From an optimization exercise on the open Yosys and OpenROAD flow, aimed at small area; shortcuts taken in it are not production practice.
The RTL was checked by simulation tests, not by an equivalence proof against the original design.
No activity file was given, so power comes from the tool's default toggle rates.

===== flow/design.v =====
module gainAvs   
  #( parameter int COEF_WDT = 16 )   
   ( input  logic                      clk,
     input  logic                      reset,     
     input  logic                      avsWr,
     input  logic           [ 31 : 0 ] avsWrData,
     output logic           [ 31 : 0 ] avsRdData,
     output logic [ COEF_WDT - 1 : 0 ] coef );    
   always_ff @( posedge clk, posedge reset )
   if ( reset ) begin
      avsRdData <= '0;
      coef      <= ( COEF_WDT )'( 2 ** ( COEF_WDT / 2 ) );  
   end else begin
      if ( avsWr ) begin
         if ( COEF_WDT == 32 ) begin
            coef <= avsWrData;
         end else begin  
            if ( |avsWrData[ 31 : COEF_WDT ] )  
               coef <= '1;
            else
               coef <= avsWrData[ COEF_WDT - 1 : 0 ];
         end
      end
      avsRdData <= { { 32 - COEF_WDT { 1'b0 } }, coef };
   end
endmodule
module gainMult
   ( input  logic                   clk,
     input  logic                   reset,
     input  logic                   st,
     input  logic signed [ 15 : 0 ] a,
     input  logic        [ 15 : 0 ] coef,
     output logic                   rdy,
     output logic signed [ 15 : 0 ] y );
   logic          [ 1 : 0 ] rdyReg;
   logic         [ 15 : 0 ] aReg;
   logic         [ 23 : 8 ] nP;       
   logic         [ 23 : 8 ] P;
   logic         [ 14 : 0 ] aMag;     
   logic         [ 15 : 0 ] cSuf;     
   logic                    big, neg, ovf;
   logic          [ 7 : 0 ] bOne, bTwo, bNeg;   
   logic [ 16 : 0 ] ra, rb, rs;
   logic [ 16 : 0 ] pg, pp_;
   logic pp1, pp2, pp3, pp4, pp5, pp6, pp7, pp8, pp9, pp10, pp11, pp12, pp13, pp14, pp15, pp16;
   logic pp17, pp18, pp19, pp20, pp21, pp22, pp23, pp24, pp25, pp26, pp27, pp28, pp29, pp30, pp31, pp32;
   logic pp33, pp34, pp35, pp36, pp37, pp38, pp39, pp40, pp41, pp42, pp43, pp44, pp45, pp46, pp47, pp48;
   logic pp49, pp50, pp51, pp52, pp53, pp54, pp55, pp56, pp57, pp58, pp59, pp60, pp61, pp62, pp63, pp64;
   logic pp65, pp66, pp67, pp68, pp69, pp70, pp71, pp72, pp73, pp74, pp75, pp76, pp77, pp78, pp79, pp80;
   logic pp81, pp82, pp83, pp84, pp85, pp86, pp87, pp88, pp89, pp90, pp91, pp92, pp93, pp94, pp95, pp96;
   logic pp97, pp98, pp99, pp100, pp101, pp102, pp103, pp104, pp105, pp106, pp107, pp108, pp109, pp110, pp111, pp112;
   logic pp113, pp114, pp115, pp116, pp117, pp118, pp119, pp120, pp121, pp122, pp123, pp124, s125, c126, s127, c128;
   logic s129, c130, s131, c132, s133, c134, s135, c136, s137, c138, s139, c140, s141, c142, s143, c144;
   logic s145, c146, s147, c148, s149, c150, s151, c152, s153, c154, s155, c156, s157, c158, s159, c160;
   logic s161, c162, s163, c164, s165, c166, s167, c168, s169, c170, s171, c172, s173, c174, s175, c176;
   logic s177, c178, s179, c180, s181, c182, s183, c184, s185, c186, s187, c188, s189, c190, s191, c192;
   logic s193, c194, s195, c196, s197, c198, s199, c200, s201, c202, s203, c204, s205, c206, s207, c208;
   logic s209, c210, s211, c212, s213, c214, s215, c216, s217, c218, s219, c220, s221, c222, s223, c224;
   logic s225, c226, s227, c228, s229, c230, s231, c232, s233, c234, s235, c236, s237, c238, s239, c240;
   logic s241, c242, s243, c244, s245, c246, s247, c248, s249, c250, s251, c252, s253, c254, s255, c256;
   logic s257, c258, s259, c260, s261, c262, s263, c264, s265, c266, s267, c268, s269, c270, s271, c272;
   logic s273, c274, s275, c276, s277, c278, s279, c280, s281, c282, s283, c284, s285, c286, s287, c288;
   logic s289, c290, s291, c292, s293, c294, s295, c296, s297, c298, s299, c300, s301, c302, s303, c304;
   logic s305, c306, s307, c308, s309, c310, s311, c312, s313, c314, s315, c316, s317, c318, s319, c320;
   logic s321, c322, s323, c324, s325, c326, s327, c328, s329, c330, c331, c332, s333, c334, s335, c336;
   logic s337, c338, s339, c340, s341, c342, s343, c344, pG345, pP346, pG347, pP348, pG349, pP350, pG351, pP352;
   logic pG353, pP354, pG355, pP356, pG357, pP358, pG359, pP360, pG361, pP362, pG363, pP364, pG365, pP366, pG367, pP368;
   logic pG369, pP370, pG371, pP372, pG373, pP374, pG375, pP376, pG377, pP378, pG379, pP380, pG381, pP382, pG383, pP384;
   logic pG385, pP386, pG387, pP388, pG389, pP390, pG391, pP392, pG393, pP394, pG395, pP396, pG397, pP398;
   always_ff @( posedge clk )
      aReg <= a;
   assign bOne[ 0 ] = aReg[ 0 ] ^ 1'b0;
   assign bTwo[ 0 ] = ( aReg[ 1 ] & ~aReg[ 0 ] & ~1'b0 ) | ( ~aReg[ 1 ] & aReg[ 0 ] & 1'b0 );
   assign bNeg[ 0 ] = aReg[ 1 ];
   assign pp1 = ( ( bOne[ 0 ] & coef[ 0 ] ) ) ^ bNeg[ 0 ];
   assign pp2 = ( ( bOne[ 0 ] & coef[ 1 ] ) | ( bTwo[ 0 ] & coef[ 0 ] ) ) ^ bNeg[ 0 ];
   assign pp3 = ( ( bOne[ 0 ] & coef[ 2 ] ) | ( bTwo[ 0 ] & coef[ 1 ] ) ) ^ bNeg[ 0 ];
   assign pp4 = ( ( bOne[ 0 ] & coef[ 3 ] ) | ( bTwo[ 0 ] & coef[ 2 ] ) ) ^ bNeg[ 0 ];
   assign pp5 = ( ( bOne[ 0 ] & coef[ 4 ] ) | ( bTwo[ 0 ] & coef[ 3 ] ) ) ^ bNeg[ 0 ];
   assign pp6 = ( ( bOne[ 0 ] & coef[ 5 ] ) | ( bTwo[ 0 ] & coef[ 4 ] ) ) ^ bNeg[ 0 ];
   assign pp7 = ( ( bOne[ 0 ] & coef[ 6 ] ) | ( bTwo[ 0 ] & coef[ 5 ] ) ) ^ bNeg[ 0 ];
   assign pp8 = ( ( bOne[ 0 ] & coef[ 7 ] ) | ( bTwo[ 0 ] & coef[ 6 ] ) ) ^ bNeg[ 0 ];
   assign pp9 = ( ( bOne[ 0 ] & coef[ 8 ] ) | ( bTwo[ 0 ] & coef[ 7 ] ) ) ^ bNeg[ 0 ];
   assign pp10 = ( ( bOne[ 0 ] & coef[ 9 ] ) | ( bTwo[ 0 ] & coef[ 8 ] ) ) ^ bNeg[ 0 ];
   assign pp11 = ( ( bOne[ 0 ] & coef[ 10 ] ) | ( bTwo[ 0 ] & coef[ 9 ] ) ) ^ bNeg[ 0 ];
   assign pp12 = ( ( bOne[ 0 ] & coef[ 11 ] ) | ( bTwo[ 0 ] & coef[ 10 ] ) ) ^ bNeg[ 0 ];
   assign pp13 = ( ( bOne[ 0 ] & coef[ 12 ] ) | ( bTwo[ 0 ] & coef[ 11 ] ) ) ^ bNeg[ 0 ];
   assign pp14 = ( ( bOne[ 0 ] & coef[ 13 ] ) | ( bTwo[ 0 ] & coef[ 12 ] ) ) ^ bNeg[ 0 ];
   assign pp15 = ( ( bOne[ 0 ] & coef[ 14 ] ) | ( bTwo[ 0 ] & coef[ 13 ] ) ) ^ bNeg[ 0 ];
   assign pp16 = ( ( bOne[ 0 ] & coef[ 15 ] ) | ( bTwo[ 0 ] & coef[ 14 ] ) ) ^ bNeg[ 0 ];
   assign pp17 = ( ( bTwo[ 0 ] & coef[ 15 ] ) ) ^ bNeg[ 0 ];
   assign pp18 = ~bNeg[ 0 ];
   assign bOne[ 1 ] = aReg[ 2 ] ^ aReg[ 1 ];
   assign bTwo[ 1 ] = ( aReg[ 3 ] & ~aReg[ 2 ] & ~aReg[ 1 ] ) | ( ~aReg[ 3 ] & aReg[ 2 ] & aReg[ 1 ] );
   assign bNeg[ 1 ] = aReg[ 3 ];
   assign pp19 = ( ( bOne[ 1 ] & coef[ 0 ] ) ) ^ bNeg[ 1 ];
   assign pp20 = ( ( bOne[ 1 ] & coef[ 1 ] ) | ( bTwo[ 1 ] & coef[ 0 ] ) ) ^ bNeg[ 1 ];
   assign pp21 = ( ( bOne[ 1 ] & coef[ 2 ] ) | ( bTwo[ 1 ] & coef[ 1 ] ) ) ^ bNeg[ 1 ];
   assign pp22 = ( ( bOne[ 1 ] & coef[ 3 ] ) | ( bTwo[ 1 ] & coef[ 2 ] ) ) ^ bNeg[ 1 ];
   assign pp23 = ( ( bOne[ 1 ] & coef[ 4 ] ) | ( bTwo[ 1 ] & coef[ 3 ] ) ) ^ bNeg[ 1 ];
   assign pp24 = ( ( bOne[ 1 ] & coef[ 5 ] ) | ( bTwo[ 1 ] & coef[ 4 ] ) ) ^ bNeg[ 1 ];
   assign pp25 = ( ( bOne[ 1 ] & coef[ 6 ] ) | ( bTwo[ 1 ] & coef[ 5 ] ) ) ^ bNeg[ 1 ];
   assign pp26 = ( ( bOne[ 1 ] & coef[ 7 ] ) | ( bTwo[ 1 ] & coef[ 6 ] ) ) ^ bNeg[ 1 ];
   assign pp27 = ( ( bOne[ 1 ] & coef[ 8 ] ) | ( bTwo[ 1 ] & coef[ 7 ] ) ) ^ bNeg[ 1 ];
   assign pp28 = ( ( bOne[ 1 ] & coef[ 9 ] ) | ( bTwo[ 1 ] & coef[ 8 ] ) ) ^ bNeg[ 1 ];
   assign pp29 = ( ( bOne[ 1 ] & coef[ 10 ] ) | ( bTwo[ 1 ] & coef[ 9 ] ) ) ^ bNeg[ 1 ];
   assign pp30 = ( ( bOne[ 1 ] & coef[ 11 ] ) | ( bTwo[ 1 ] & coef[ 10 ] ) ) ^ bNeg[ 1 ];
   assign pp31 = ( ( bOne[ 1 ] & coef[ 12 ] ) | ( bTwo[ 1 ] & coef[ 11 ] ) ) ^ bNeg[ 1 ];
   assign pp32 = ( ( bOne[ 1 ] & coef[ 13 ] ) | ( bTwo[ 1 ] & coef[ 12 ] ) ) ^ bNeg[ 1 ];
   assign pp33 = ( ( bOne[ 1 ] & coef[ 14 ] ) | ( bTwo[ 1 ] & coef[ 13 ] ) ) ^ bNeg[ 1 ];
   assign pp34 = ( ( bOne[ 1 ] & coef[ 15 ] ) | ( bTwo[ 1 ] & coef[ 14 ] ) ) ^ bNeg[ 1 ];
   assign pp35 = ( ( bTwo[ 1 ] & coef[ 15 ] ) ) ^ bNeg[ 1 ];
   assign pp36 = ~bNeg[ 1 ];
   assign bOne[ 2 ] = aReg[ 4 ] ^ aReg[ 3 ];
   assign bTwo[ 2 ] = ( aReg[ 5 ] & ~aReg[ 4 ] & ~aReg[ 3 ] ) | ( ~aReg[ 5 ] & aReg[ 4 ] & aReg[ 3 ] );
   assign bNeg[ 2 ] = aReg[ 5 ];
   assign pp37 = ( ( bOne[ 2 ] & coef[ 0 ] ) ) ^ bNeg[ 2 ];
   assign pp38 = ( ( bOne[ 2 ] & coef[ 1 ] ) | ( bTwo[ 2 ] & coef[ 0 ] ) ) ^ bNeg[ 2 ];
   assign pp39 = ( ( bOne[ 2 ] & coef[ 2 ] ) | ( bTwo[ 2 ] & coef[ 1 ] ) ) ^ bNeg[ 2 ];
   assign pp40 = ( ( bOne[ 2 ] & coef[ 3 ] ) | ( bTwo[ 2 ] & coef[ 2 ] ) ) ^ bNeg[ 2 ];
   assign pp41 = ( ( bOne[ 2 ] & coef[ 4 ] ) | ( bTwo[ 2 ] & coef[ 3 ] ) ) ^ bNeg[ 2 ];
   assign pp42 = ( ( bOne[ 2 ] & coef[ 5 ] ) | ( bTwo[ 2 ] & coef[ 4 ] ) ) ^ bNeg[ 2 ];
   assign pp43 = ( ( bOne[ 2 ] & coef[ 6 ] ) | ( bTwo[ 2 ] & coef[ 5 ] ) ) ^ bNeg[ 2 ];
   assign pp44 = ( ( bOne[ 2 ] & coef[ 7 ] ) | ( bTwo[ 2 ] & coef[ 6 ] ) ) ^ bNeg[ 2 ];
   assign pp45 = ( ( bOne[ 2 ] & coef[ 8 ] ) | ( bTwo[ 2 ] & coef[ 7 ] ) ) ^ bNeg[ 2 ];
   assign pp46 = ( ( bOne[ 2 ] & coef[ 9 ] ) | ( bTwo[ 2 ] & coef[ 8 ] ) ) ^ bNeg[ 2 ];
   assign pp47 = ( ( bOne[ 2 ] & coef[ 10 ] ) | ( bTwo[ 2 ] & coef[ 9 ] ) ) ^ bNeg[ 2 ];
   assign pp48 = ( ( bOne[ 2 ] & coef[ 11 ] ) | ( bTwo[ 2 ] & coef[ 10 ] ) ) ^ bNeg[ 2 ];
   assign pp49 = ( ( bOne[ 2 ] & coef[ 12 ] ) | ( bTwo[ 2 ] & coef[ 11 ] ) ) ^ bNeg[ 2 ];
   assign pp50 = ( ( bOne[ 2 ] & coef[ 13 ] ) | ( bTwo[ 2 ] & coef[ 12 ] ) ) ^ bNeg[ 2 ];
   assign pp51 = ( ( bOne[ 2 ] & coef[ 14 ] ) | ( bTwo[ 2 ] & coef[ 13 ] ) ) ^ bNeg[ 2 ];
   assign pp52 = ( ( bOne[ 2 ] & coef[ 15 ] ) | ( bTwo[ 2 ] & coef[ 14 ] ) ) ^ bNeg[ 2 ];
   assign pp53 = ( ( bTwo[ 2 ] & coef[ 15 ] ) ) ^ bNeg[ 2 ];
   assign pp54 = ~bNeg[ 2 ];
   assign bOne[ 3 ] = aReg[ 6 ] ^ aReg[ 5 ];
   assign bTwo[ 3 ] = ( aReg[ 7 ] & ~aReg[ 6 ] & ~aReg[ 5 ] ) | ( ~aReg[ 7 ] & aReg[ 6 ] & aReg[ 5 ] );
   assign bNeg[ 3 ] = aReg[ 7 ];
   assign pp55 = ( ( bOne[ 3 ] & coef[ 0 ] ) ) ^ bNeg[ 3 ];
   assign pp56 = ( ( bOne[ 3 ] & coef[ 1 ] ) | ( bTwo[ 3 ] & coef[ 0 ] ) ) ^ bNeg[ 3 ];
   assign pp57 = ( ( bOne[ 3 ] & coef[ 2 ] ) | ( bTwo[ 3 ] & coef[ 1 ] ) ) ^ bNeg[ 3 ];
   assign pp58 = ( ( bOne[ 3 ] & coef[ 3 ] ) | ( bTwo[ 3 ] & coef[ 2 ] ) ) ^ bNeg[ 3 ];
   assign pp59 = ( ( bOne[ 3 ] & coef[ 4 ] ) | ( bTwo[ 3 ] & coef[ 3 ] ) ) ^ bNeg[ 3 ];
   assign pp60 = ( ( bOne[ 3 ] & coef[ 5 ] ) | ( bTwo[ 3 ] & coef[ 4 ] ) ) ^ bNeg[ 3 ];
   assign pp61 = ( ( bOne[ 3 ] & coef[ 6 ] ) | ( bTwo[ 3 ] & coef[ 5 ] ) ) ^ bNeg[ 3 ];
   assign pp62 = ( ( bOne[ 3 ] & coef[ 7 ] ) | ( bTwo[ 3 ] & coef[ 6 ] ) ) ^ bNeg[ 3 ];
   assign pp63 = ( ( bOne[ 3 ] & coef[ 8 ] ) | ( bTwo[ 3 ] & coef[ 7 ] ) ) ^ bNeg[ 3 ];
   assign pp64 = ( ( bOne[ 3 ] & coef[ 9 ] ) | ( bTwo[ 3 ] & coef[ 8 ] ) ) ^ bNeg[ 3 ];
   assign pp65 = ( ( bOne[ 3 ] & coef[ 10 ] ) | ( bTwo[ 3 ] & coef[ 9 ] ) ) ^ bNeg[ 3 ];
   assign pp66 = ( ( bOne[ 3 ] & coef[ 11 ] ) | ( bTwo[ 3 ] & coef[ 10 ] ) ) ^ bNeg[ 3 ];
   assign pp67 = ( ( bOne[ 3 ] & coef[ 12 ] ) | ( bTwo[ 3 ] & coef[ 11 ] ) ) ^ bNeg[ 3 ];
   assign pp68 = ( ( bOne[ 3 ] & coef[ 13 ] ) | ( bTwo[ 3 ] & coef[ 12 ] ) ) ^ bNeg[ 3 ];
   assign pp69 = ( ( bOne[ 3 ] & coef[ 14 ] ) | ( bTwo[ 3 ] & coef[ 13 ] ) ) ^ bNeg[ 3 ];
   assign pp70 = ( ( bOne[ 3 ] & coef[ 15 ] ) | ( bTwo[ 3 ] & coef[ 14 ] ) ) ^ bNeg[ 3 ];
   assign pp71 = ( ( bTwo[ 3 ] & coef[ 15 ] ) ) ^ bNeg[ 3 ];
   assign pp72 = ~bNeg[ 3 ];
   assign bOne[ 4 ] = aReg[ 8 ] ^ aReg[ 7 ];
   assign bTwo[ 4 ] = ( aReg[ 9 ] & ~aReg[ 8 ] & ~aReg[ 7 ] ) | ( ~aReg[ 9 ] & aReg[ 8 ] & aReg[ 7 ] );
   assign bNeg[ 4 ] = aReg[ 9 ];
   assign pp73 = ( ( bOne[ 4 ] & coef[ 0 ] ) ) ^ bNeg[ 4 ];
   assign pp74 = ( ( bOne[ 4 ] & coef[ 1 ] ) | ( bTwo[ 4 ] & coef[ 0 ] ) ) ^ bNeg[ 4 ];
   assign pp75 = ( ( bOne[ 4 ] & coef[ 2 ] ) | ( bTwo[ 4 ] & coef[ 1 ] ) ) ^ bNeg[ 4 ];
   assign pp76 = ( ( bOne[ 4 ] & coef[ 3 ] ) | ( bTwo[ 4 ] & coef[ 2 ] ) ) ^ bNeg[ 4 ];
   assign pp77 = ( ( bOne[ 4 ] & coef[ 4 ] ) | ( bTwo[ 4 ] & coef[ 3 ] ) ) ^ bNeg[ 4 ];
   assign pp78 = ( ( bOne[ 4 ] & coef[ 5 ] ) | ( bTwo[ 4 ] & coef[ 4 ] ) ) ^ bNeg[ 4 ];
   assign pp79 = ( ( bOne[ 4 ] & coef[ 6 ] ) | ( bTwo[ 4 ] & coef[ 5 ] ) ) ^ bNeg[ 4 ];
   assign pp80 = ( ( bOne[ 4 ] & coef[ 7 ] ) | ( bTwo[ 4 ] & coef[ 6 ] ) ) ^ bNeg[ 4 ];
   assign pp81 = ( ( bOne[ 4 ] & coef[ 8 ] ) | ( bTwo[ 4 ] & coef[ 7 ] ) ) ^ bNeg[ 4 ];
   assign pp82 = ( ( bOne[ 4 ] & coef[ 9 ] ) | ( bTwo[ 4 ] & coef[ 8 ] ) ) ^ bNeg[ 4 ];
   assign pp83 = ( ( bOne[ 4 ] & coef[ 10 ] ) | ( bTwo[ 4 ] & coef[ 9 ] ) ) ^ bNeg[ 4 ];
   assign pp84 = ( ( bOne[ 4 ] & coef[ 11 ] ) | ( bTwo[ 4 ] & coef[ 10 ] ) ) ^ bNeg[ 4 ];
   assign pp85 = ( ( bOne[ 4 ] & coef[ 12 ] ) | ( bTwo[ 4 ] & coef[ 11 ] ) ) ^ bNeg[ 4 ];
   assign pp86 = ( ( bOne[ 4 ] & coef[ 13 ] ) | ( bTwo[ 4 ] & coef[ 12 ] ) ) ^ bNeg[ 4 ];
   assign pp87 = ( ( bOne[ 4 ] & coef[ 14 ] ) | ( bTwo[ 4 ] & coef[ 13 ] ) ) ^ bNeg[ 4 ];
   assign pp88 = ( ( bOne[ 4 ] & coef[ 15 ] ) | ( bTwo[ 4 ] & coef[ 14 ] ) ) ^ bNeg[ 4 ];
   assign bOne[ 5 ] = aReg[ 10 ] ^ aReg[ 9 ];
   assign bTwo[ 5 ] = ( aReg[ 11 ] & ~aReg[ 10 ] & ~aReg[ 9 ] ) | ( ~aReg[ 11 ] & aReg[ 10 ] & aReg[ 9 ] );
   assign bNeg[ 5 ] = aReg[ 11 ];
   assign pp89 = ( ( bOne[ 5 ] & coef[ 0 ] ) ) ^ bNeg[ 5 ];
   assign pp90 = ( ( bOne[ 5 ] & coef[ 1 ] ) | ( bTwo[ 5 ] & coef[ 0 ] ) ) ^ bNeg[ 5 ];
   assign pp91 = ( ( bOne[ 5 ] & coef[ 2 ] ) | ( bTwo[ 5 ] & coef[ 1 ] ) ) ^ bNeg[ 5 ];
   assign pp92 = ( ( bOne[ 5 ] & coef[ 3 ] ) | ( bTwo[ 5 ] & coef[ 2 ] ) ) ^ bNeg[ 5 ];
   assign pp93 = ( ( bOne[ 5 ] & coef[ 4 ] ) | ( bTwo[ 5 ] & coef[ 3 ] ) ) ^ bNeg[ 5 ];
   assign pp94 = ( ( bOne[ 5 ] & coef[ 5 ] ) | ( bTwo[ 5 ] & coef[ 4 ] ) ) ^ bNeg[ 5 ];
   assign pp95 = ( ( bOne[ 5 ] & coef[ 6 ] ) | ( bTwo[ 5 ] & coef[ 5 ] ) ) ^ bNeg[ 5 ];
   assign pp96 = ( ( bOne[ 5 ] & coef[ 7 ] ) | ( bTwo[ 5 ] & coef[ 6 ] ) ) ^ bNeg[ 5 ];
   assign pp97 = ( ( bOne[ 5 ] & coef[ 8 ] ) | ( bTwo[ 5 ] & coef[ 7 ] ) ) ^ bNeg[ 5 ];
   assign pp98 = ( ( bOne[ 5 ] & coef[ 9 ] ) | ( bTwo[ 5 ] & coef[ 8 ] ) ) ^ bNeg[ 5 ];
   assign pp99 = ( ( bOne[ 5 ] & coef[ 10 ] ) | ( bTwo[ 5 ] & coef[ 9 ] ) ) ^ bNeg[ 5 ];
   assign pp100 = ( ( bOne[ 5 ] & coef[ 11 ] ) | ( bTwo[ 5 ] & coef[ 10 ] ) ) ^ bNeg[ 5 ];
   assign pp101 = ( ( bOne[ 5 ] & coef[ 12 ] ) | ( bTwo[ 5 ] & coef[ 11 ] ) ) ^ bNeg[ 5 ];
   assign pp102 = ( ( bOne[ 5 ] & coef[ 13 ] ) | ( bTwo[ 5 ] & coef[ 12 ] ) ) ^ bNeg[ 5 ];
   assign bOne[ 6 ] = aReg[ 12 ] ^ aReg[ 11 ];
   assign bTwo[ 6 ] = ( aReg[ 13 ] & ~aReg[ 12 ] & ~aReg[ 11 ] ) | ( ~aReg[ 13 ] & aReg[ 12 ] & aReg[ 11 ] );
   assign bNeg[ 6 ] = aReg[ 13 ];
   assign pp103 = ( ( bOne[ 6 ] & coef[ 0 ] ) ) ^ bNeg[ 6 ];
   assign pp104 = ( ( bOne[ 6 ] & coef[ 1 ] ) | ( bTwo[ 6 ] & coef[ 0 ] ) ) ^ bNeg[ 6 ];
   assign pp105 = ( ( bOne[ 6 ] & coef[ 2 ] ) | ( bTwo[ 6 ] & coef[ 1 ] ) ) ^ bNeg[ 6 ];
   assign pp106 = ( ( bOne[ 6 ] & coef[ 3 ] ) | ( bTwo[ 6 ] & coef[ 2 ] ) ) ^ bNeg[ 6 ];
   assign pp107 = ( ( bOne[ 6 ] & coef[ 4 ] ) | ( bTwo[ 6 ] & coef[ 3 ] ) ) ^ bNeg[ 6 ];
   assign pp108 = ( ( bOne[ 6 ] & coef[ 5 ] ) | ( bTwo[ 6 ] & coef[ 4 ] ) ) ^ bNeg[ 6 ];
   assign pp109 = ( ( bOne[ 6 ] & coef[ 6 ] ) | ( bTwo[ 6 ] & coef[ 5 ] ) ) ^ bNeg[ 6 ];
   assign pp110 = ( ( bOne[ 6 ] & coef[ 7 ] ) | ( bTwo[ 6 ] & coef[ 6 ] ) ) ^ bNeg[ 6 ];
   assign pp111 = ( ( bOne[ 6 ] & coef[ 8 ] ) | ( bTwo[ 6 ] & coef[ 7 ] ) ) ^ bNeg[ 6 ];
   assign pp112 = ( ( bOne[ 6 ] & coef[ 9 ] ) | ( bTwo[ 6 ] & coef[ 8 ] ) ) ^ bNeg[ 6 ];
   assign pp113 = ( ( bOne[ 6 ] & coef[ 10 ] ) | ( bTwo[ 6 ] & coef[ 9 ] ) ) ^ bNeg[ 6 ];
   assign pp114 = ( ( bOne[ 6 ] & coef[ 11 ] ) | ( bTwo[ 6 ] & coef[ 10 ] ) ) ^ bNeg[ 6 ];
   assign bOne[ 7 ] = aReg[ 14 ] ^ aReg[ 13 ];
   assign bTwo[ 7 ] = ( aReg[ 15 ] & ~aReg[ 14 ] & ~aReg[ 13 ] ) | ( ~aReg[ 15 ] & aReg[ 14 ] & aReg[ 13 ] );
   assign bNeg[ 7 ] = aReg[ 15 ];
   assign pp115 = ( ( bOne[ 7 ] & coef[ 0 ] ) ) ^ bNeg[ 7 ];
   assign pp116 = ( ( bOne[ 7 ] & coef[ 1 ] ) | ( bTwo[ 7 ] & coef[ 0 ] ) ) ^ bNeg[ 7 ];
   assign pp117 = ( ( bOne[ 7 ] & coef[ 2 ] ) | ( bTwo[ 7 ] & coef[ 1 ] ) ) ^ bNeg[ 7 ];
   assign pp118 = ( ( bOne[ 7 ] & coef[ 3 ] ) | ( bTwo[ 7 ] & coef[ 2 ] ) ) ^ bNeg[ 7 ];
   assign pp119 = ( ( bOne[ 7 ] & coef[ 4 ] ) | ( bTwo[ 7 ] & coef[ 3 ] ) ) ^ bNeg[ 7 ];
   assign pp120 = ( ( bOne[ 7 ] & coef[ 5 ] ) | ( bTwo[ 7 ] & coef[ 4 ] ) ) ^ bNeg[ 7 ];
   assign pp121 = ( ( bOne[ 7 ] & coef[ 6 ] ) | ( bTwo[ 7 ] & coef[ 5 ] ) ) ^ bNeg[ 7 ];
   assign pp122 = ( ( bOne[ 7 ] & coef[ 7 ] ) | ( bTwo[ 7 ] & coef[ 6 ] ) ) ^ bNeg[ 7 ];
   assign pp123 = ( ( bOne[ 7 ] & coef[ 8 ] ) | ( bTwo[ 7 ] & coef[ 7 ] ) ) ^ bNeg[ 7 ];
   assign pp124 = ( ( bOne[ 7 ] & coef[ 9 ] ) | ( bTwo[ 7 ] & coef[ 8 ] ) ) ^ bNeg[ 7 ];
   gainHa ha126 ( bNeg[ 5 ], pp11, s125, c126 );
   gainHa ha128 ( pp12, pp28, s127, c128 );
   gainFa fa130 ( bNeg[ 6 ], pp13, pp29, s129, c130 );
   gainHa ha132 ( pp45, pp61, s131, c132 );
   gainFa fa134 ( pp14, pp30, pp46, s133, c134 );
   gainHa ha136 ( pp62, pp78, s135, c136 );
   gainFa fa138 ( bNeg[ 7 ], pp15, pp31, s137, c138 );
   gainFa fa140 ( pp47, pp63, pp79, s139, c140 );
   gainHa ha142 ( pp93, pp105, s141, c142 );
   gainFa fa144 ( pp16, pp32, pp48, s143, c144 );
   gainFa fa146 ( pp64, pp80, pp94, s145, c146 );
   gainHa ha148 ( pp106, pp116, s147, c148 );
   gainFa fa150 ( pp17, pp33, pp49, s149, c150 );
   gainFa fa152 ( pp65, pp81, pp95, s151, c152 );
   gainHa ha154 ( pp107, pp117, s153, c154 );
   gainFa fa156 ( 1'b1, pp18, pp34, s155, c156 );
   gainFa fa158 ( pp50, pp66, pp82, s157, c158 );
   gainFa fa160 ( pp96, pp108, pp118, s159, c160 );
   gainFa fa162 ( 1'b1, pp35, pp51, s161, c162 );
   gainFa fa164 ( pp67, pp83, pp97, s163, c164 );
   gainHa ha166 ( pp109, pp119, s165, c166 );
   gainFa fa168 ( pp36, pp52, pp68, s167, c168 );
   gainFa fa170 ( pp84, pp98, pp110, s169, c170 );
   gainFa fa172 ( 1'b1, pp53, pp69, s171, c172 );
   gainHa ha174 ( pp85, pp99, s173, c174 );
   gainFa fa176 ( pp54, pp70, pp86, s175, c176 );
   gainHa ha178 ( 1'b1, pp71, s177, c178 );
   gainHa ha180 ( bNeg[ 3 ], pp7, s179, c180 );
   gainHa ha182 ( pp8, pp24, s181, c182 );
   gainFa fa184 ( bNeg[ 4 ], pp9, pp25, s183, c184 );
   gainHa ha186 ( pp41, pp57, s185, c186 );
   gainFa fa188 ( pp10, pp26, pp42, s187, c188 );
   gainHa ha190 ( pp58, pp74, s189, c190 );
   gainFa fa192 ( pp27, pp43, pp59, s191, c192 );
   gainFa fa194 ( pp75, pp89, s125, s193, c194 );
   gainFa fa196 ( pp44, pp60, pp76, s195, c196 );
   gainFa fa198 ( pp90, s127, c126, s197, c198 );
   gainFa fa200 ( pp77, pp91, pp103, s199, c200 );
   gainFa fa202 ( s131, c128, s129, s201, c202 );
   gainFa fa204 ( pp92, pp104, s135, s203, c204 );
   gainFa fa206 ( c132, c130, s133, s205, c206 );
   gainFa fa208 ( pp115, s141, c136, s207, c208 );
   gainFa fa210 ( c134, s137, s139, s209, c210 );
   gainFa fa212 ( s147, c142, c138, s211, c212 );
   gainFa fa214 ( c140, s143, s145, s213, c214 );
   gainFa fa216 ( s153, c148, c144, s215, c216 );
   gainFa fa218 ( c146, s149, s151, s217, c218 );
   gainFa fa220 ( c154, c150, c152, s219, c220 );
   gainFa fa222 ( s155, s157, s159, s221, c222 );
   gainFa fa224 ( s165, c156, c158, s223, c224 );
   gainFa fa226 ( c160, s161, s163, s225, c226 );
   gainFa fa228 ( pp120, c166, c162, s227, c228 );
   gainFa fa230 ( c164, s167, s169, s229, c230 );
   gainFa fa232 ( pp111, pp121, s173, s231, c232 );
   gainFa fa234 ( c168, c170, s171, s233, c234 );
   gainFa fa236 ( pp100, pp112, pp122, s235, c236 );
   gainFa fa238 ( c174, c172, s175, s237, c238 );
   gainFa fa240 ( pp87, pp101, pp113, s239, c240 );
   gainFa fa242 ( pp123, s177, c176, s241, c242 );
   gainFa fa244 ( pp72, pp88, pp102, s243, c244 );
   gainFa fa246 ( pp114, pp124, c178, s245, c246 );
   gainHa ha248 ( bNeg[ 2 ], pp5, s247, c248 );
   gainHa ha250 ( pp6, pp22, s249, c250 );
   gainFa fa252 ( pp23, pp39, pp55, s251, c252 );
   gainFa fa254 ( pp40, pp56, s181, s253, c254 );
   gainFa fa256 ( pp73, s185, c182, s255, c256 );
   gainFa fa258 ( s189, c186, c184, s257, c258 );
   gainFa fa260 ( c190, c188, s191, s259, c260 );
   gainFa fa262 ( c192, s195, c194, s261, c262 );
   gainFa fa264 ( c196, s199, c198, s263, c264 );
   gainFa fa266 ( c200, s203, c202, s265, c266 );
   gainFa fa268 ( c204, s207, c206, s267, c268 );
   gainFa fa270 ( c208, s211, c210, s269, c270 );
   gainFa fa272 ( c212, s215, c214, s271, c272 );
   gainFa fa274 ( c216, s219, c218, s273, c274 );
   gainFa fa276 ( c220, s223, c222, s275, c276 );
   gainFa fa278 ( c224, s227, c226, s277, c278 );
   gainFa fa280 ( s231, c228, c230, s279, c280 );
   gainFa fa282 ( s235, c232, c234, s281, c282 );
   gainFa fa284 ( c236, s239, s241, s283, c284 );
   gainFa fa286 ( c240, s243, s245, s285, c286 );
   gainHa ha288 ( bNeg[ 1 ], pp3, s287, c288 );
   gainHa ha290 ( pp4, pp20, s289, c290 );
   gainFa fa292 ( pp21, pp37, s247, s291, c292 );
   gainFa fa294 ( pp38, s249, c248, s293, c294 );
   gainFa fa296 ( s179, c250, s251, s295, c296 );
   gainFa fa298 ( c180, c252, s253, s297, c298 );
   gainFa fa300 ( s183, c254, s255, s299, c300 );
   gainFa fa302 ( s187, c256, s257, s301, c302 );
   gainFa fa304 ( s193, c258, s259, s303, c304 );
   gainFa fa306 ( s197, c260, s261, s305, c306 );
   gainFa fa308 ( s201, c262, s263, s307, c308 );
   gainFa fa310 ( s205, c264, s265, s309, c310 );
   gainFa fa312 ( s209, c266, s267, s311, c312 );
   gainFa fa314 ( s213, c268, s269, s313, c314 );
   gainFa fa316 ( s217, c270, s271, s315, c316 );
   gainFa fa318 ( s221, c272, s273, s317, c318 );
   gainFa fa320 ( s225, c274, s275, s319, c320 );
   gainFa fa322 ( s229, c276, s277, s321, c322 );
   gainFa fa324 ( s233, c278, s279, s323, c324 );
   gainFa fa326 ( s237, c280, s281, s325, c326 );
   gainFa fa328 ( c238, c282, s283, s327, c328 );
   gainFa fa330 ( c242, s285, c284, s329, c330 );
   assign c331 = bNeg[ 0 ] & pp1;
   assign c332 = pp2 & c331;
   gainFa fa334 ( pp19, s287, c332, s333, c334 );
   gainFa fa336 ( s289, c288, c334, s335, c336 );
   gainFa fa338 ( s291, c290, c336, s337, c338 );
   gainFa fa340 ( s293, c292, c338, s339, c340 );
   gainFa fa342 ( s295, c294, c340, s341, c342 );
   gainFa fa344 ( s297, c296, c342, s343, c344 );
   assign ra = { s329, s327, s325, s323, s321, s319, s317, s315, s313, s311, s309, s307, s305, s303, s301, s299, 1'b1 };
   assign rb = { c328, c326, c324, c322, c320, c318, c316, c314, c312, c310, c308, c306, c304, c302, c300, c298, c344 };
   assign pg[ 0 ] = ra[ 0 ] & rb[ 0 ];
   assign pp_[ 0 ] = ra[ 0 ] ^ rb[ 0 ];
   assign pg[ 1 ] = ra[ 1 ] & rb[ 1 ];
   assign pp_[ 1 ] = ra[ 1 ] ^ rb[ 1 ];
   assign pg[ 2 ] = ra[ 2 ] & rb[ 2 ];
   assign pp_[ 2 ] = ra[ 2 ] ^ rb[ 2 ];
   assign pg[ 3 ] = ra[ 3 ] & rb[ 3 ];
   assign pp_[ 3 ] = ra[ 3 ] ^ rb[ 3 ];
   assign pg[ 4 ] = ra[ 4 ] & rb[ 4 ];
   assign pp_[ 4 ] = ra[ 4 ] ^ rb[ 4 ];
   assign pg[ 5 ] = ra[ 5 ] & rb[ 5 ];
   assign pp_[ 5 ] = ra[ 5 ] ^ rb[ 5 ];
   assign pg[ 6 ] = ra[ 6 ] & rb[ 6 ];
   assign pp_[ 6 ] = ra[ 6 ] ^ rb[ 6 ];
   assign pg[ 7 ] = ra[ 7 ] & rb[ 7 ];
   assign pp_[ 7 ] = ra[ 7 ] ^ rb[ 7 ];
   assign pg[ 8 ] = ra[ 8 ] & rb[ 8 ];
   assign pp_[ 8 ] = ra[ 8 ] ^ rb[ 8 ];
   assign pg[ 9 ] = ra[ 9 ] & rb[ 9 ];
   assign pp_[ 9 ] = ra[ 9 ] ^ rb[ 9 ];
   assign pg[ 10 ] = ra[ 10 ] & rb[ 10 ];
   assign pp_[ 10 ] = ra[ 10 ] ^ rb[ 10 ];
   assign pg[ 11 ] = ra[ 11 ] & rb[ 11 ];
   assign pp_[ 11 ] = ra[ 11 ] ^ rb[ 11 ];
   assign pg[ 12 ] = ra[ 12 ] & rb[ 12 ];
   assign pp_[ 12 ] = ra[ 12 ] ^ rb[ 12 ];
   assign pg[ 13 ] = ra[ 13 ] & rb[ 13 ];
   assign pp_[ 13 ] = ra[ 13 ] ^ rb[ 13 ];
   assign pg[ 14 ] = ra[ 14 ] & rb[ 14 ];
   assign pp_[ 14 ] = ra[ 14 ] ^ rb[ 14 ];
   assign pg[ 15 ] = ra[ 15 ] & rb[ 15 ];
   assign pp_[ 15 ] = ra[ 15 ] ^ rb[ 15 ];
   assign pg[ 16 ] = ra[ 16 ] & rb[ 16 ];
   assign pp_[ 16 ] = ra[ 16 ] ^ rb[ 16 ];
   assign pG345 = pg[ 1 ] | ( pp_[ 1 ] & pg[ 0 ] );
   assign pP346 = pp_[ 1 ] & pp_[ 0 ];
   assign pG347 = pg[ 3 ] | ( pp_[ 3 ] & pg[ 2 ] );
   assign pP348 = pp_[ 3 ] & pp_[ 2 ];
   assign pG349 = pg[ 5 ] | ( pp_[ 5 ] & pg[ 4 ] );
   assign pP350 = pp_[ 5 ] & pp_[ 4 ];
   assign pG351 = pg[ 7 ] | ( pp_[ 7 ] & pg[ 6 ] );
   assign pP352 = pp_[ 7 ] & pp_[ 6 ];
   assign pG353 = pg[ 9 ] | ( pp_[ 9 ] & pg[ 8 ] );
   assign pP354 = pp_[ 9 ] & pp_[ 8 ];
   assign pG355 = pg[ 11 ] | ( pp_[ 11 ] & pg[ 10 ] );
   assign pP356 = pp_[ 11 ] & pp_[ 10 ];
   assign pG357 = pg[ 13 ] | ( pp_[ 13 ] & pg[ 12 ] );
   assign pP358 = pp_[ 13 ] & pp_[ 12 ];
   assign pG359 = pg[ 15 ] | ( pp_[ 15 ] & pg[ 14 ] );
   assign pP360 = pp_[ 15 ] & pp_[ 14 ];
   assign pG361 = pG347 | ( pP348 & pG345 );
   assign pP362 = pP348 & pP346;
   assign pG363 = pG351 | ( pP352 & pG349 );
   assign pP364 = pP352 & pP350;
   assign pG365 = pG355 | ( pP356 & pG353 );
   assign pP366 = pP356 & pP354;
   assign pG367 = pG359 | ( pP360 & pG357 );
   assign pP368 = pP360 & pP358;
   assign pG369 = pG363 | ( pP364 & pG361 );
   assign pP370 = pP364 & pP362;
   assign pG371 = pG367 | ( pP368 & pG365 );
   assign pP372 = pP368 & pP366;
   assign pG373 = pG371 | ( pP372 & pG369 );
   assign pP374 = pP372 & pP370;
   assign pG375 = pG365 | ( pP366 & pG369 );
   assign pP376 = pP366 & pP370;
   assign pG377 = pG349 | ( pP350 & pG361 );
   assign pP378 = pP350 & pP362;
   assign pG379 = pG353 | ( pP354 & pG369 );
   assign pP380 = pP354 & pP370;
   assign pG381 = pG357 | ( pP358 & pG375 );
   assign pP382 = pP358 & pP376;
   assign pG383 = pg[ 2 ] | ( pp_[ 2 ] & pG345 );
   assign pP384 = pp_[ 2 ] & pP346;
   assign pG385 = pg[ 4 ] | ( pp_[ 4 ] & pG361 );
   assign pP386 = pp_[ 4 ] & pP362;
   assign pG387 = pg[ 6 ] | ( pp_[ 6 ] & pG377 );
   assign pP388 = pp_[ 6 ] & pP378;
   assign pG389 = pg[ 8 ] | ( pp_[ 8 ] & pG369 );
   assign pP390 = pp_[ 8 ] & pP370;
   assign pG391 = pg[ 10 ] | ( pp_[ 10 ] & pG379 );
   assign pP392 = pp_[ 10 ] & pP380;
   assign pG393 = pg[ 12 ] | ( pp_[ 12 ] & pG375 );
   assign pP394 = pp_[ 12 ] & pP376;
   assign pG395 = pg[ 14 ] | ( pp_[ 14 ] & pG381 );
   assign pP396 = pp_[ 14 ] & pP382;
   assign pG397 = pg[ 16 ] | ( pp_[ 16 ] & pG373 );
   assign pP398 = pp_[ 16 ] & pP374;
   assign rs[ 0 ] = 1'b0;
   assign rs[ 1 ] = pp_[ 1 ] ^ pg[ 0 ];
   assign rs[ 2 ] = pp_[ 2 ] ^ pG345;
   assign rs[ 3 ] = pp_[ 3 ] ^ pG383;
   assign rs[ 4 ] = pp_[ 4 ] ^ pG361;
   assign rs[ 5 ] = pp_[ 5 ] ^ pG385;
   assign rs[ 6 ] = pp_[ 6 ] ^ pG377;
   assign rs[ 7 ] = pp_[ 7 ] ^ pG387;
   assign rs[ 8 ] = pp_[ 8 ] ^ pG369;
   assign rs[ 9 ] = pp_[ 9 ] ^ pG389;
   assign rs[ 10 ] = pp_[ 10 ] ^ pG379;
   assign rs[ 11 ] = pp_[ 11 ] ^ pG391;
   assign rs[ 12 ] = pp_[ 12 ] ^ pG375;
   assign rs[ 13 ] = pp_[ 13 ] ^ pG393;
   assign rs[ 14 ] = pp_[ 14 ] ^ pG381;
   assign rs[ 15 ] = pp_[ 15 ] ^ pG395;
   assign rs[ 16 ] = pp_[ 16 ] ^ pG373;
   assign nP[ 23 : 8 ] = rs[ 16 : 1 ];
   assign P = nP;
   assign aMag = aReg[ 14 : 0 ] ^ { 15{ aReg[ 15 ] } };
   assign cSuf[ 15 ] = coef[ 15 ];
   for ( genvar k = 14; k >= 0; k-- ) begin : gSuf
      assign cSuf[ k ] = cSuf[ k + 1 ] | coef[ k ];
   end
   assign big = |( aMag[ 14 : 8 ] & { cSuf[ 9 ], cSuf[ 10 ], cSuf[ 11 ], cSuf[ 12 ], cSuf[ 13 ], cSuf[ 14 ], cSuf[ 15 ] } );
   assign neg = aReg[ 15 ] & cSuf[ 0 ];
   assign ovf = big | ( P[ 23 ] ^ neg );
   always_ff @( posedge clk, posedge reset )
   if ( reset ) begin
      y      <= '0;
      rdyReg <= '0;
   end else begin
      rdyReg <= { rdyReg[ 0 ], st };
      if ( ovf )
         y <= { neg, { 15{ ~neg } } };
      else
         y <= P[ 23 : 8 ];
   end
   assign rdy = rdyReg[ 1 ];
endmodule
module gainFa
   ( input  logic a, b, ci,
     output logic s, co );
   assign s  = a ^ b ^ ci;
   assign co = ( a & b ) | ( a & ci ) | ( b & ci );
endmodule
module gainHa
   ( input  logic a, b,
     output logic s, co );
   assign s  = a ^ b;
   assign co = a & b;
endmodule
module gain
   ( input  logic                 clk,
     input  logic                 reset,
     input  logic                 avsWr,
     input  logic        [ 31 : 0 ] avsWrData,
     output logic        [ 31 : 0 ] avsRdData,
     input  logic                 st,
     input  logic signed [ 15 : 0 ] a,
     output logic                 rdy,
     output logic signed [ 15 : 0 ] y );
   logic [ 15 : 0 ] coef;
   gainAvs #( .COEF_WDT ( 16 ) ) gainAvsInst
      ( .clk       ( clk       ),
        .reset     ( reset     ),
        .avsWr     ( avsWr     ),
        .avsWrData ( avsWrData ),
        .avsRdData ( avsRdData ),
        .coef      ( coef      ) );
   gainMult gainMultInst
      ( .clk   ( clk                ),
        .reset ( reset              ),
        .st    ( st                 ),
        .a     ( a                  ),
        .coef  ( avsRdData[ 15 : 0 ] ),
        .rdy   ( rdy                ),
        .y     ( y                  ) );
endmodule

===== flow/run.sh =====
#!/bin/bash
# synth_recipe.tcl (not shown) runs the flow's synth.tcl, then flattens the netlist and writes it again
# the make line also repeats each setting of config.mk as NAME=value (left out here)
make -C /OpenROAD-flow-scripts/flow DESIGN_CONFIG=/design/flow/config.mk WORK_HOME=/design/flow/orfs CLKGATE_MAP_FILE= SYNTH_SCRIPT=/design/flow/synth_recipe.tcl finish

===== flow/config.mk =====
export PLATFORM = sky130hd
export DESIGN_NAME = gain
export DESIGN_NICKNAME = gain
export VERILOG_FILES = /design/flow/design.v
export SDC_FILE = /design/flow/constraint.sdc
export NUM_CORES = 4
export LEC_CHECK = 0
export ABC_AREA = 1
export CAP_MARGIN = 20
export CORE_MARGIN = 2
export CORE_UTILIZATION = 65
export CTS_BUF_LIST = sky130_fd_sc_hd__clkbuf_8
export SETUP_SLACK_MARGIN = 0.05
export SLEW_MARGIN = 20
export SYNTH_HIERARCHICAL = 1
export SYNTH_MINIMUM_KEEP_SIZE = 0

===== flow/constraint.sdc =====
create_clock -name core_clock -period 6.4 [get_ports {clk}]
set_input_delay 1.2800 -clock core_clock [delete_from_list [all_inputs] [get_ports {clk}]]
set_output_delay 1.2800 -clock core_clock [all_outputs]
set_load 0.01 [all_outputs]

==> impl_metrics.py, run 1 <==
metrics = {
    "cells_and_area": {
        "layout.nets": 1064,
        "final_common_cell": "xor2_1",
        "drive_gt1_share_pct": 7.81,
        "layout_common_cells": "123 x xor2_1, 107 x o22ai_1, 99 x fa_1",
        "area_growth_pct": 14.4,
        "finalNonFillerCells": 1027,
        "n_antenna_cell": 0,
        "finalCoreUtilization_pct": 75.5,
    },
    "synthesis": {
        "syn_inst": 807,
        "synth_area_per_cell_um2": 9.31,
        "ys_types": 36,
        "syn-cell-area_mm2": 0.00751,
        "yosysSeqAreaShare_pct": 20.9,
        "ys_ff_latch": 66,
        "yosysWarnings": 8,
    },
    "route": {
        "vias_per_cell": 5.80,
        "drtPass1Iterations": 5,
        "vias": 5956,
        "route.detailed.wl_per_inst_um": 17.4,
        "antenna_left": 0,
        "drc": 0,
        "drt_iter0_markers": 406,
        "wl_mm": 17.9,
    },
    "timing": {
        "setup_tns_ps": 0,
        "hold_viol_final": 0,
        "final_max_slew_viol_count": 0,
        "worst_pin_slew_ps": 699,
        "period_minus_slack_ps": 5730,
        "fin_skew_ps": 8.96,
        "fin_crit_sh_pct": 89.6,
        "rsz0062_at_grt": "no",
        "timing.slew.headroom_pct": 53.4,
        "finalWorstSetupSlack_ps": 666,
        "setup_violations": 0,
        "fmax_ghz": 0.174,
    },
    "grt": {
        "grt_pass1_vias": 6245,
        "grt.overflow.total": 0,
        "grt_pass1_wl_mm": 30.1,
        "track_usage_pct": 30.6,
        "grt_max_degree": 33,
        "antenna_found_initial": 0,
    },
    "die": {
        "die_h_um": 111,
        "die_x_um": 111,
        "std_cell_rows": 39,
        "start_util_pct": 66.1,
        "fp.coreArea_mm2": 0.0114,
        "ios": 101,
        "die_area_mm2": 0.0124,
    },
    "critical_path": {
        "start_kind": "flip-flop",
        "slowest_delay_ps": 410,
        "path_class": "reg -> reg",
        "critical_path_required_ps": 6650,
        "crit_slowest_cell": "fa_1",
        "worstPathArrival_ps": 5980,
        "reg2reg_from": "gainMultInst.aReg[1]",
        "critical_path.cell_chain": "buf_4 > nand2_1 > o22ai_1 > xor2_1 > ha_1 > fa_1 > fa_1 > fa_1 > fa_1 > fa_1 > fa_1 > inv_1 > fa_1 > inv_1 > nand3_1 > nand2_1 > nand2_1 > a21oi_1 > or2_2 > a31o_2 > fa_1 > xor2_1 > nand3_1 > nand2_1",
        "cpMostUsedCell": "fa_1",
        "reg2reg_depth": 24,
        "r2r_setup_slack_ps": 670,
        "endpoint": "gainMultInst.y[14]",
        "crit_path_end_kind": "flip-flop",
        "reg2reg_to": "gainMultInst.y[14]",
        "critPathLaunch": "gainMultInst.aReg[1]",
        "cp_max_fo": 16,
    },
    "clock_tree": {
        "post_cts_resized": 0,
        "cts_setup_buffers": 0,
        "clock-sinks": 66,
        "tritoncts": "built",
        "cts_buffer_depth": 2,
        "h-tree-depth": 3,
        "cts_hold_buf": 0,
        "cts.clk_slew.worst_paths_ps": 80,
        "cts_root_buffer": "clkbuf_8",
        "cts_buffers": 9,
        "worstSkewPairLatency_ps": 360,
    },
    "worst_hold_path": {
        "holdCritPathClass": "reg -> reg",
    },
    "run_status": {
        "status": "complete, no violations",
    },
    "power_and_ir_drop": {
        "ir_drop_mv": 0.608,
        "power_w": 0.00397,
        "p_leak_nw": 3.73,
        "p_per_area_mw_per_mm2": 463,
    },
    "place": {
        "hpwl_mm": 14.0,
        "port_buffers": 84,
        "place_ws_ps": 723,
        "dp.cells": 1011,
        "gp_congestion": 0.899,
    },
    "job": {
        "maxCapViolations": 0,
    },
}
==> per-layer routing <==
metal	routed length [um]	up-vias	track usage [%]	share of wire, %
met2	9150	250	53.4	51
met4	642	0	13.7	3.6
met5	0	-	0	0
met1	6960	2903	37.4	39
li1	-	2748	-	-
met3	1120	55	5.28	6.3
==> flip-flops by register name (all words and copies together) (netlist names) <==
name,count
gainMultInst.aReg,16
gainAvsInst.coef,16
gainAvsInst.avsRdData,16
gainMultInst.y,16
gainMultInst.rdyReg,2
==> kinds of logic after synthesis <==
group,share of synthesized area [%]
AOI/OAI and AO/OA,11.0
adders and majority gates,32.1
other,0.100
xor gates and xnor gates,14.6
and+or+nand+nor,12.6
DFF,20.9
muxes,0.133
buffers and inverters,8.55
==> Yosys stat by module (local to each module, per instance), a selection <==
module	area [um^2]	copies in the design	flops+latches
gainMult	4070	1	34
gainFa	20.0	91	0
gainHa	12.5	18	0
==> worst max-delay path, delay by kind of cell (launching register included) <==
kind                     cells  cell delay, ps
AO/OA/AOI/OAI                3             450
AND/OR/NAND/NOR              7             860
adder cells (fa/ha/maj)      9            3200
flip-flops                   1             350
XOR/XNOR                     2             330
buffers and inverters        3             400
==> worst min path at each step <==
stage,from,to,slack [ps],cells after the start
CTS,gainMultInst.rdyReg[0],gainMultInst.rdyReg[1],350,0
global placement,gainMultInst.rdyReg[0],gainMultInst.rdyReg[1],330,0
floorplan,gainMultInst.rdyReg[0],gainMultInst.rdyReg[1],330,0
finish,gainMultInst.rdyReg[0],gainMultInst.rdyReg[1],350,0
detailed placement,gainMultInst.rdyReg[0],gainMultInst.rdyReg[1],340,0
global route,gainMultInst.rdyReg[0],gainMultInst.rdyReg[1],350,0
==> Yosys cell counts (all sizes together) <==
cell type | instances | area (um^2)
nand2 | 91 | 362
a31o | 3 | 26.3
nand4 | 1 | 12.5
o21ai | 9 | 48.8
fa | 99 | 1980
xnor2 | 2 | 17.5
clkinv | 4 | 15.0
dfxtp | 16 | 320
xor2 | 123 | 1080
dfrtp | 49 | 1230
o22ai | 107 | 669
a211oi | 1 | 7.51
clkbuf | 21 | 78.8
dfstp | 1 | 26.3
nor2 | 55 | 231
ha | 34 | 425
a21oi | 13 | 76.3
conb | 2 | 7.51
buf | 46 | 297
nand3 | 45 | 235
mux2i | 1 | 10.0
inv | 67 | 251
or2 | 17 | 106
==> through the flow <==
step	hold slack (ps)	cell area [um^2]
2_1_floorplan	331	7580
3_3_place_gp	333	8420
3_5_place_dp	336	8420
4_1_cts	352	8590
5_1_grt	354	8590
6_report	353	8590
==> area by class of cell <==
class                   count  area (um^2)
repair buffers            110         1040
clock inverters             7         47.5
clock buffers               9          124
flip-flops and latches     66         1570
multi-input cells         621         5360
inverters                  71          267
fillers                   854         2780
well taps                 143          179
==> power breakdown <==
part	switching [W]	internal [W]
Sequential	0.00000932	0.000429
Clock	0.000171	0.000139
Combinational	0.00184	0.00139
Total	0.00202	0.00196
==> inputs of run 2 (changes only) <==
==> flow/flow/run.sh (new file) <==
#!/bin/bash
# Standard layout (the standard.sh: standard synthesis and ORFS steps), with the
# input and output ports buffered by the smallest buffer cell instead of the one
# buffer_ports picks by default. Each ORFS step keeps its own log under orfs/logs/.
set -euo pipefail
bash standard.sh 'BUFFER_PORTS_ARGS=-buffer_cell sky130_fd_sc_hd__buf_1' finish > standard_flow.log 2>&1
==> flow/standard.sh (new file) <==
#!/bin/bash
# synth_recipe.tcl (not shown) runs the flow's synth.tcl, then flattens the netlist and writes it again
# the make line also repeats each setting of config.mk as NAME=value (left out here)
make -C /OpenROAD-flow-scripts/flow DESIGN_CONFIG=/design/flow/config.mk WORK_HOME=/design/flow/orfs CLKGATE_MAP_FILE= SYNTH_SCRIPT=/design/flow/synth_recipe.tcl "${@:-finish}"
--- a/flow/config.mk
+++ b/flow/config.mk
@@ -11,3 +11,3 @@
 export CORE_UTILIZATION = 65
-export CTS_BUF_LIST = sky130_fd_sc_hd__clkbuf_8
+export CTS_BUF_LIST = sky130_fd_sc_hd__clkbuf_4
 export SETUP_SLACK_MARGIN = 0.05
removed: flow/run.sh
==> impl_metrics.py, run 2 <==
metrics = {
    "run_status": {
        "status": "complete, no violations",
    },
    "critical_path": {
        "path_buf_inv": 3,
        "crit_slowest_cell": "fa_1",
        "critical_path.cell_chain": "inv_1 > nand2_1 > o22ai_1 > xor2_1 > ha_1 > fa_1 > fa_1 > fa_1 > fa_1 > fa_1 > fa_1 > inv_1 > fa_1 > inv_1 > nand3_1 > nand2_1 > nand2_1 > a21oi_1 > or2_2 > a31o_2 > fa_1 > xor2_1 > nand3_1 > nand2_1",
        "reg2reg_from": "gainMultInst.aReg[0]",
        "start_kind": "flip-flop",
        "r2r_setup_slack_ps": 530,
        "slowest_delay_ps": 430,
        "crit_path_end_kind": "flip-flop",
        "reg2reg_to": "gainMultInst.y[14]",
        "cp_top_family": "adder cells",
        "path_class": "reg -> reg",
        "worstPathArrival_ps": 6210,
        "critical_path_required_ps": 6750,
        "cp_max_fo": 16,
        "reg2reg_depth": 24,
        "cpMostUsedCell": "fa_1",
    },
    "clock_tree": {
        "h-tree-depth": 3,
        "worstSkewPairLatency_ps": 450,
        "cts_hold_buf": 0,
        "clock-sinks": 66,
        "tritoncts": "built",
        "cts_setup_buffers": 0,
        "cts.clk_slew.worst_paths_ps": 120,
        "cts_root_buffer": "clkbuf_4",
        "cts_buffer_depth": 2,
        "cts_buffers": 9,
        "post_cts_resized": 0,
    },
    "place": {
        "port_buffers": 84,
        "gp_congestion": 0.940,
        "placed_area_mm2": 0.00789,
        "hpwl_mm": 14.2,
        "dp.cells": 1011,
    },
    "die": {
        "fp.coreArea_mm2": 0.0114,
        "die_x_um": 111,
        "start_util_pct": 66.1,
        "ios": 101,
        "die_area_mm2": 0.0124,
        "std_cell_rows": 39,
        "die_h_um": 111,
    },
    "synthesis": {
        "synth_top_area_share_pct": 26.4,
        "synth_mux_area_share_pct": 0.133,
        "ys_top_cells_by_count": "123 x xor2_1, 107 x o22ai_1, 99 x fa_1, 87 x nand2_1, 63 x inv_1",
        "async_flop_share_pct": 75.8,
        "yosysSeqAreaShare_pct": 20.9,
        "ys_types": 36,
        "synth_compound_area_share_pct": 11.0,
        "synth-xor-area-share_pct": 14.6,
        "syn_inst": 807,
        "synth-simple-area-share_pct": 12.6,
        "synth.most_common_cell": "xor2_1",
        "synth_flop_cell": "dfrtp_1",
        "syn-cell-area_mm2": 0.00751,
        "yosysWarnings": 8,
        "synthTopCellsByArea": "fa_1 26%, dfrtp_1 16%, xor2_1 14%, o22ai_1 8.9%, ha_1 5.7%",
        "synth_edf_count": 0,
        "synthAdderAreaFrac_pct": 32.1,
        "synth_area_per_cell_um2": 9.31,
        "yosysTopAreaCell": "fa_1",
        "ys_ff_latch": 66,
        "synth_top_family_by_area": "adder cells",
    },
    "worst_hold_path": {
        "holdPathEnd": "gainMultInst.rdyReg[1]",
        "hp-start": "gainMultInst.rdyReg[0]",
        "min_path_cells": 0,
        "holdCritPathClass": "reg -> reg",
    },
    "grt": {
        "grt_pass1_wl_mm": 30.6,
        "grt.overflow.total": 0,
        "track_usage_pct": 31.2,
        "antenna_found_initial": 0,
        "grt_pass1_vias": 6263,
        "grt_max_degree": 33,
    },
    "timing": {
        "timing.slew.headroom_pct": 52.7,
        "fin_crit_sh_pct": 91.7,
        "rsz0062_at_grt": "no",
        "hold-worst-slack_ps": 362,
        "setup_tns_ps": 0,
        "fin_skew_ps": 14.2,
        "worst_pin_slew_ps": 704,
        "final_max_slew_viol_count": 0,
        "period_minus_slack_ps": 5870,
        "fmax_ghz": 0.170,
        "hold_viol_final": 0,
        "setup_violations": 0,
    },
    "cells_and_area": {
        "finalNonFillerCells": 1027,
        "regArea_mm2": 0.00157,
        "drive_gt1_share_pct": 7.92,
        "fill_cells": 934,
        "area_growth_pct": 7.33,
        "layout_common_cells": "123 x xor2_1, 107 x o22ai_1, 99 x fa_1",
        "fin_area_mm2": 0.00806,
        "layout.nets": 1064,
        "n_antenna_cell": 0,
        "multi_input_comb_area_mm2": 0.00536,
        "final_common_cell": "xor2_1",
    },
    "power_and_ir_drop": {
        "p_leak_nw": 3.49,
        "p_per_area_mw_per_mm2": 499,
        "ir_drop_mv": 0.588,
    },
    "job": {
        "maxCapViolations": 0,
    },
    "route": {
        "wl_mm": 18.3,
        "drt_iter0_markers": 466,
        "drc": 0,
        "drtPass1Iterations": 5,
        "antenna_left": 0,
        "vias": 5990,
        "vias_per_cell": 5.83,
        "route.detailed.wl_per_inst_um": 17.8,
    },
}
-- run 2: cell types whose count changed in the layout (fill, tap and decap cells not counted), moves of 9 or more --
| cell | before | now |
|---|---|---|
| buf_1 | 0 | 84 |
| clkdlybuf4s50_1 | 84 | 0 |
| clkbuf_4 | 0 | 9 |
| clkbuf_8 | 9 | 0 |
-- run 2: power by group --
part           internal [W]  leakage (nW)  switching (W)
sequential         0.000429         0.627     0.00000975
combinational       0.00138          2.78        0.00187
clock              0.000161        0.0831       0.000171
-- run 2: area by class of cell --
cell class	instances	share of cell area, %
multi-input cells	621	66.5
flip-flops and latches	66	19.5
repair buffers	110	6.33
inverters	71	3.31
well taps	143	2.22
clock inverters	7	1.26
clock buffers	9	0.838
-- run 2: stage by stage --
step	worst slack, ps	util, %	total power, W
4_1_cts	543	70.9	0.00408
3_3_place_gp	744	69.4	0.00354
2_1_floorplan	897	-	0.00301
3_5_place_dp	599	69.4	0.00372
5_1_grt	241	70.9	0.00455
6_report	532	70.9	0.00402
-- run 2: how the worst max path moves through the flow --
stage / start / to / slack, ps / cells after the start
CTS: gainMultInst.aReg[0] / gainMultInst.y[14] / 540 / 24
global placement: gainMultInst.aReg[0] / gainMultInst.y[14] / 740 / 24
floorplan: gainAvsInst.avsRdData[1] / gainMultInst.y[14] / 900 / 24
finish: gainMultInst.aReg[0] / gainMultInst.y[14] / 530 / 24
global route: gainMultInst.aReg[0] / gainMultInst.y[14] / 240 / 24
detailed placement: gainMultInst.aReg[0] / gainMultInst.y[14] / 600 / 24
-- run 2: kinds of logic (layout without fill, tap and decap cells) --
family,after synthesis,after routing
and+or+nand+nor,209,209
AOI/OAI and AO/OA,133,133
muxes,1,1
DFF,66,66
xor gates and xnor gates,125,125
buffers and inverters,138,197
adders and majority gates,133,133
other,2,20
-- run 2: worst reg2reg max path, cell delays in order, from the launching register on --
cell and delay [ps]:
dfxtp_1 330, inv_1 340, nand2_1 140, o22ai_1 190, xor2_1 190, ha_1 270
fa_1 420, fa_1 410, fa_1 430, fa_1 400, fa_1 390, fa_1 360
inv_1 80, fa_1 160, inv_1 60, nand3_1 70, nand2_1 140, nand2_1 120
a21oi_1 90, or2_2 310, a31o_2 210, fa_1 370, xor2_1 170, nand3_1 80
nand2_1 50
-- run 2: metal layers --
layer / share of wire (%) / global-route usage, %
met5: 0 / 0
met4: 3.8 / 12.6
met3: 7.3 / 7.08
met2: 49 / 52.9
met1: 40 / 39.0
-- run 2: Yosys stat by module, one instance, submodules excluded, excerpt --
module,cell area [um^2],cells
gainMult,4070,549
gainFa,20.0,1
gainHa,12.5,1

## static timing again, ports no longer ideal
No port has a modelled driver above. Below, the same layouts with a new extraction and two added sets of constraints.
Step 1 sets driving cells, clkbuf_16 on the clock port and buf_2 on the other inputs (assumed; they add their load-dependent delay and slew).
Step 2 moves the port delays by t, midway between the first and last clock arrival at a register: inputs arrive t later, outputs are due t later. That takes back most of the time a late clock gives input paths.
Three values: ideal, step 1, step 2; two values: the first two.
run | t, ns | setup WS [ns] | hold WS [ns]
run 1 | 0.390 | 0.666 / 0.666 / 0.666 | 0.353 / 0.353 / 0.353
run 2 | 0.470 | 0.532 / 0.532 / 0.532 | 0.362 / 0.362 / 0.362
After both steps every run listed still meets setup and hold.
